This is an optimization exercise on Yosys and OpenROAD, whose aim is small area, not a production implementation.
Function was checked by simulation only, so behaviour that the tests miss may differ from the original.
The flow treats the clock pin as an ideal source, which a real chip does not have.
Power figures rest on the tool's default switching activity, not on a simulated workload.

// temp_top
module temp_top #(parameter MS_200 = 24'd400_000)(
    input               clk,
    input               rst_n,
    input       [2:0]   key_in,
    input               dq_in,
    output reg          dq_out,
    output      [5:0]   SEL,
    output      [7:0]   DIG
);
==> module temp_top, before the edit <==
module temp_top #(parameter MS_200 = 24'd400_000)(
    input               clk,
    input               rst_n,
    input       [2:0]   key_in,
    input               dq_in,
    output reg          dq_out,
    output      [5:0]   SEL,
    output      [7:0]   DIG
);
    reg  [15:0] fcnt;
    wire        tick = (fcnt == 16'h98c6);
    reg  [2:0]  q;                               
    reg  [1:0]  ax;                              
    wire        end400 = tick & (&q);
    always @(posedge clk or negedge rst_n) begin
        if (!rst_n) begin
            fcnt <= 16'h218c;
            q    <= 3'd0;
            ax   <= 2'd0;
        end else begin
            fcnt <= {fcnt[14:12], fcnt[11] ^ tick, fcnt[10:0], fcnt[15] ^ fcnt[2]};
            if (tick) begin
                q  <= q + 3'd1;
                ax <= (ax == 2'd0) ? 2'd2 : (ax == 2'd2) ? 2'd3 : 2'd0;
            end
        end
    end
    reg  [2:0]  pos;
    always @(*) begin
        case ({ax ^ 2'd2, q[0]})
            3'b00_1: pos = 3'd0;
            3'b00_0: pos = 3'd3;
            3'b01_1: pos = 3'd4;
            3'b01_0: pos = 3'd1;
            3'b10_1: pos = 3'd2;
            default: pos = 3'd5;
        endcase
    end
    reg  [2:0]  k0x;                             
    wire [2:0]  k0 = k0x ^ 3'b001;
    reg         nreg, add_flag, dd;
    reg  [19:0] dcnt;
    wire        E   = add_flag & (dcnt == 20'h96226);    
    wire        run = add_flag & ~E;
    always @(posedge clk or negedge rst_n) begin
        if (!rst_n) begin
            k0x      <= 3'b000;
            nreg     <= 1'b0;
            add_flag <= 1'b0;
            dd       <= 1'b0;
        end else begin
            k0x      <= key_in ^ 3'b001;
            nreg     <= |(~key_in & k0);
            add_flag <= nreg | run;
            dd       <= E;
        end
    end
    always @(posedge clk)
        dcnt <= run ? {~dcnt[18:0], ~(dcnt[19] ^ dcnt[2])} : 20'd0;
    wire        anypress = dd & ~(&k0);
    localparam [3:0] S_IDLE   = 4'b0000,
                     S_INIT0  = 4'b0100,
                     S_INIT1  = 4'b0101,
                     S_SKROM  = 4'b0110,
                     S_SET0   = 4'b1110,
                     S_SET1   = 4'b1111,
                     S_SET2   = 4'b1101,
                     S_SET3   = 4'b1100,
                     S_CONVW  = 4'b0010,
                     S_READW  = 4'b1010,
                     S_CONVR  = 4'b0011,
                     S_READR0 = 4'b1011,
                     S_READR1 = 4'b1001,
                     S_INIT1P = 4'b0111,     
                     S_CONVD  = 4'b0001;     
    reg  [3:0]  st;
    reg  [11:0] cnt;
    reg  [2:0]  bitc;
    reg  [12:0] sr;          
    reg  [11:0] data;        
    reg         valid;
    reg  [1:0]  rn;          
    reg  [1:0]  ron;         
    wire [1:0]  r  = ~rn;
    wire [1:0]  ro = ~ron;
    reg         flag_set, flag_convert, flag_read;
    wire s_idle  = (st == S_IDLE);
    wire s_init  = (st == S_INIT0) | (st == S_INIT1) | (st == S_INIT1P);
    wire s_read  = (st == S_CONVR) | (st == S_CONVD) | (st == S_READR0) | (st == S_READR1);
    wire s_write = ~s_idle & ~s_init & ~s_read;
    localparam [11:0] C0 = 12'd0;
    wire c3999    = &(cnt | ~(C0 + 12'd3999));
    wire cnt_end  = s_init ? ((bitc == 3'd6) & (cnt == C0 + 12'd999)) : c3999;
    wire se       = ~s_idle & cnt_end;
    wire byte_end = se & (&bitc);
    wire samp     = (cnt == C0 + 12'd600);
    wire ins = ((st == S_READR0) | ((st == S_READR1) & ~bitc[2])) & samp;
    wire [11:0] rd;
    genvar gk;
    generate
        for (gk = 0; gk < 12; gk = gk + 1) begin : g_rd
            assign rd[gk] = sr[(9 * gk + 2) % 13];
        end
    endgenerate
    wire set2idle  = (st == S_SET3)   & byte_end;
    wire conv2idle = (st == S_CONVD);
    wire read2idle = (st == S_READR1) & byte_end;
    reg  [7:0] sbyte;
    always @(*) begin
        case (st)
            S_SKROM: sbyte = 8'hcc;
            S_CONVW: sbyte = 8'h44;
            S_READW: sbyte = 8'hbe;
            S_SET0:  sbyte = 8'h4e;
            S_SET1:  sbyte = 8'h28;
            S_SET2:  sbyte = 8'hf6;
            default: sbyte = {1'b0, r, 5'h1f};
        endcase
    end
    wire sbit = sbyte[bitc];
    always @(*) begin
        if (s_read)
            dq_out = (cnt > C0 + 12'd150);
        else if (s_write)
            dq_out = sbit ? (cnt > C0 + 12'd350) : (cnt > C0 + 12'd3500);
        else
            dq_out = (st != S_INIT0);
    end
    always @(posedge clk or negedge rst_n) begin
        if (!rst_n) begin
            st <= S_IDLE;
        end else begin
            case (st)
                S_IDLE:   if (flag_set | flag_convert | flag_read) st <= S_INIT0;
                S_INIT0:  if (se) st <= S_INIT1;
                S_INIT1:  if (se) st <= S_IDLE; else if (~dq_in) st <= S_INIT1P;
                S_INIT1P: if (se) st <= S_SKROM;
                S_SKROM:  if (byte_end) st <= flag_set ? S_SET0 : flag_convert ? S_CONVW : S_READW;
                S_SET0:   if (byte_end) st <= S_SET1;
                S_SET1:   if (byte_end) st <= S_SET2;
                S_SET2:   if (byte_end) st <= S_SET3;
                S_SET3:   if (byte_end) st <= S_IDLE;
                S_CONVW:  if (byte_end) st <= S_CONVR;
                S_CONVR:  if (samp & dq_in) st <= S_CONVD;
                S_CONVD:  st <= S_IDLE;
                S_READW:  if (byte_end) st <= S_READR0;
                S_READR0: if (byte_end) st <= S_READR1;
                S_READR1: if (byte_end) st <= S_IDLE;
                default:  st <= S_IDLE;
            endcase
        end
    end
    always @(posedge clk) begin
        cnt <= (s_idle | cnt_end | c3999) ? C0 : cnt + 12'd1;
        if (s_idle | (s_init & cnt_end))
            bitc <= 3'd0;
        else if (c3999)
            bitc <= bitc + 3'd1;
        sr <= {ins ? dq_in : sr[0], sr[12:1]};
    end
    always @(posedge clk)
        if (read2idle)
            data <= rd;
    always @(posedge clk or negedge rst_n) begin
        if (!rst_n) begin
            flag_set     <= 1'b0;
            flag_convert <= 1'b0;
            flag_read    <= 1'b0;
            rn           <= 2'd0;
            ron          <= 2'd0;
            valid        <= 1'b0;
        end else begin
            if (anypress)
                flag_set <= 1'b1;
            else if (set2idle)
                flag_set <= 1'b0;
            if (end400)
                flag_convert <= 1'b1;
            else if (conv2idle)
                flag_convert <= 1'b0;
            if (conv2idle)
                flag_read <= 1'b1;
            else if (read2idle)
                flag_read <= 1'b0;
            if (anypress)
                case (k0)
                    3'b011:  rn <= 2'd3;
                    3'b101:  rn <= 2'd2;
                    3'b110:  rn <= 2'd1;
                    default: rn <= 2'd0;
                endcase
            if (read2idle) begin
                valid <= 1'b1;
                ron   <= rn;
            end
        end
    end
    disp_logic u_disp (
        .data (data & {12{valid}}),
        .ro   (ro),
        .pos  (pos),
        .DIG  (DIG),
        .SEL  (SEL)
    );
endmodule
==> flow/config.mk <==
export PLATFORM = sky130hd
export DESIGN_NAME = temp_top
export DESIGN_NICKNAME = temp_top
export VERILOG_FILES = /design/flow/design.v
export SDC_FILE = /design/flow/constraint.sdc
export NUM_CORES = 4
export LEC_CHECK = 0
export CAP_MARGIN = 20
export CORE_MARGIN = 2
export CORE_UTILIZATION = 70
export CTS_BUF_LIST = sky130_fd_sc_hd__clkbuf_8
export SLEW_MARGIN = 20
==> flow/constraint.sdc <==
create_clock -name core_clock -period 250.0 [get_ports {clk}]
set_input_delay 50.0000 -clock core_clock [delete_from_list [all_inputs] [get_ports {clk}]]
set_output_delay 50.0000 -clock core_clock [all_outputs]
set_load 0.01 [all_outputs]
standard.sh (not shown) runs the stock make flow with config.mk's settings and CLKGATE_MAP_FILE= SYNTH_SCRIPT=/design/flow/synth_recipe.tcl, a recipe that flattens the netlist after the stock synthesis.
==> flow/flow/run.sh <==
#!/bin/bash
# Own layout flow: the standard synthesis, then its combinational logic
# mapped again with a stronger, area-oriented ABC script (the flip-flops,
# their names and cell types are kept as the standard synthesis made them),
# then the standard layout, with 1x buffers on the ports and the clock
# buffered by hand (four clkbuf_16 straight from the clock port, see
# manual_cts.tcl) in place of TritonCTS's tree.
# Each tool's output goes to a log file of its own in the work folder.
set -euo pipefail
W=$(pwd)
F=$W/flow
R=$W/orfs/results/$FLOW_PLATFORM/temp_top/base
L=$W/orfs/logs/$FLOW_PLATFORM/temp_top/base
LIB=$FLOW_HOME/platforms/$FLOW_PLATFORM/lib/sky130_fd_sc_hd__tt_025C_1v80.lib
YOSYS=$FLOW_HOME/../tools/install/yosys/bin/yosys
[[ -x $YOSYS ]] || YOSYS=$(command -v yosys)

# 1. standard synthesis
bash standard.sh "$R/1_2_yosys.v" > "$W/flow_synth.log" 2>&1
cp "$R/1_2_yosys.v" "$W/std_1_2_yosys.v"

# 2. remap the combinational logic: rounds of ABC runs with different seeds,
#    each round starting from the smallest netlist so far
python3 "$F/gen_models.py" "$LIB" "$W/combmodels.v" > "$W/flow_models.log" 2>&1
DONT_USE=$(grep -o -- '-dont_use [A-Za-z0-9_]*' "$L/1_2_yosys.log" | sort -u | tr '\n' ' ')
area() { grep 'Chip area' "$1" | tail -1 | awk '{print $NF}'; }

cur=$W/std_1_2_yosys.v
best=""
for round in 1 2 3 4; do
  for s in 1 2 3 4; do
    tag=r${round}_s${s}
    sed "s/&deepsyn -T 30/\&deepsyn -T 90 -S $s/" "$F/remap.abc" > "$W/remap_$tag.abc"
    cat > "$W/remap_$tag.ys" <<EOF
read_liberty -lib $LIB
read_verilog -overwrite $W/combmodels.v
read_verilog $cur
hierarchy -top $FLOW_TOP
flatten
proc
techmap
opt -fast -purge
abc -liberty $LIB $DONT_USE -script $W/remap_$tag.abc
opt_clean -purge
hilomap -singleton -hicell sky130_fd_sc_hd__conb_1 HI -locell sky130_fd_sc_hd__conb_1 LO
insbuf -buf sky130_fd_sc_hd__buf_4 A X
opt_clean -purge
stat -liberty $LIB
write_verilog -noattr -nohex -nodec $W/remap_$tag.v
EOF
    "$YOSYS" -s "$W/remap_$tag.ys" > "$W/flow_remap_$tag.log" 2>&1 &
  done
  wait
  for s in 1 2 3 4; do
    tag=r${round}_s${s}
    a=$(area "$W/flow_remap_$tag.log" || true)
    [[ -n "$a" && -s "$W/remap_$tag.v" ]] || continue
    if [[ -z "$best" ]] || python3 -c "import sys; sys.exit(0 if $a < $best else 1)"; then
      best=$a; cur=$W/remap_$tag.v
    fi
  done
  echo "round $round: best $best from $cur" >> "$W/flow_remap_rounds.log"
done

cat > "$W/remap_check.ys" <<EOF
read_liberty -lib $LIB
read_verilog $cur
hierarchy -top $FLOW_TOP
check -assert -mapped
stat -liberty $LIB
EOF
"$YOSYS" -s "$W/remap_check.ys" > "$W/flow_remap_check.log" 2>&1
cp "$cur" "$R/1_2_yosys.v"

# 3. standard layout from the remapped netlist
export BUFFER_PORTS_ARGS="-buffer_cell sky130_fd_sc_hd__buf_1"
export PRE_CTS_TCL="$F/manual_cts.tcl"
export CTS_ARGS="-sink_clustering_enable -repair_clock_nets -buf_list {sky130_fd_sc_hd__clkbuf_4 sky130_fd_sc_hd__clkbuf_8} -root_buf sky130_fd_sc_hd__clkbuf_8 -dont_use_dummy_load -sink_clustering_size 12"
bash standard.sh > "$W/flow_layout.log" 2>&1
Other scripts of this flow, unchanged in this note and not shown: flow/flow/gen_models.py, flow/flow/manual_cts.tcl, flow/flow/remap.abc
Change:
--- a/flow/design.v
+++ b/flow/design.v
@@ -242,16 +242,15 @@
     reg         flag_set, flag_convert, flag_read;
     wire s_idle  = (st == S_IDLE);
     wire s_init  = (st == S_INIT0) | (st == S_INIT1) | (st == S_INIT1P);
     wire s_read  = (st == S_CONVR) | (st == S_CONVD) | (st == S_READR0) | (st == S_READR1);
     wire s_write = ~s_idle & ~s_init & ~s_read;
-    localparam [11:0] C0 = 12'd0;
-    wire c3999    = &(cnt | ~(C0 + 12'd3999));
-    wire cnt_end  = s_init ? ((bitc == 3'd6) & (cnt == C0 + 12'd999)) : c3999;
+    wire c3999    = (cnt == 12'd3999);
+    wire cnt_end  = s_init ? ((bitc == 3'd6) & (cnt == 12'd999)) : c3999;
     wire se       = ~s_idle & cnt_end;
     wire byte_end = se & (&bitc);
-    wire samp     = (cnt == C0 + 12'd600);
+    wire samp     = (cnt == 12'd600);
     wire ins = ((st == S_READR0) | ((st == S_READR1) & ~bitc[2])) & samp;
     wire [11:0] rd;
     genvar gk;
     generate
         for (gk = 0; gk < 12; gk = gk + 1) begin : g_rd
@@ -274,13 +273,13 @@
         endcase
     end
     wire sbit = sbyte[bitc];
     always @(*) begin
         if (s_read)
-            dq_out = (cnt > C0 + 12'd150);
+            dq_out = (cnt > 12'd150);
         else if (s_write)
-            dq_out = sbit ? (cnt > C0 + 12'd350) : (cnt > C0 + 12'd3500);
+            dq_out = sbit ? (cnt > 12'd350) : (cnt > 12'd3500);
         else
             dq_out = (st != S_INIT0);
     end
     always @(posedge clk or negedge rst_n) begin
         if (!rst_n) begin
@@ -305,11 +304,11 @@
                 default:  st <= S_IDLE;
             endcase
         end
     end
     always @(posedge clk) begin
-        cnt <= (s_idle | cnt_end | c3999) ? C0 : cnt + 12'd1;
+        cnt <= (s_idle | cnt_end | c3999) ? 12'd0 : cnt + 12'd1;
         if (s_idle | (s_init & cnt_end))
             bitc <= 3'd0;
         else if (c3999)
             bitc <= bitc + 3'd1;
         sr <= {ins ? dq_in : sr[0], sr[12:1]};
=>
- The new run finished with timing, DRC and antenna clean
- hold slack improves by 0.018 ns
- sequential share of layout area goes up by 0.28 points
- setup slack improves by 0.44 ns
- global-route usage goes down by 0.89 points
- via count hardly moves
- total power goes up by roughly a tenth
- clock power goes up slightly
- routed wire length goes down by a few percent
- cell area goes down slightly
- register-to-register slack degrades by 0.34 ns
- die area goes down slightly
- first-iteration DRC count goes up by a quarter to a third
- synthesized cell count goes down by a few percent
- combinational power goes up by well over a third

[afterwards: timing with drivers on the ports]
In the flow no input, the clock included, has a driving cell. The finished layouts below were timed again as built, in two steps. Step 1: set_driving_cell puts a clkbuf_16 on clk and a buf_2 on each other input, an assumption about the parent block. Step 2 also shifts input and output timing later by t, the mid clock arrival at the registers, as if the neighbouring blocks saw the same clock. Three values: ideal, step 1, step 2; two values: the first two.
run	t (ns)	slack for setup (ns)	clock arrival spread, ns	pins driven straight from the clock port
the first run	0.226	195.690 / 195.616 / 195.842	0.012 / 0.012	4
the second run	0.225	196.130 / 196.057 / 196.282	0.012 / 0.012	4
After both steps setup and hold are still met in every run listed.
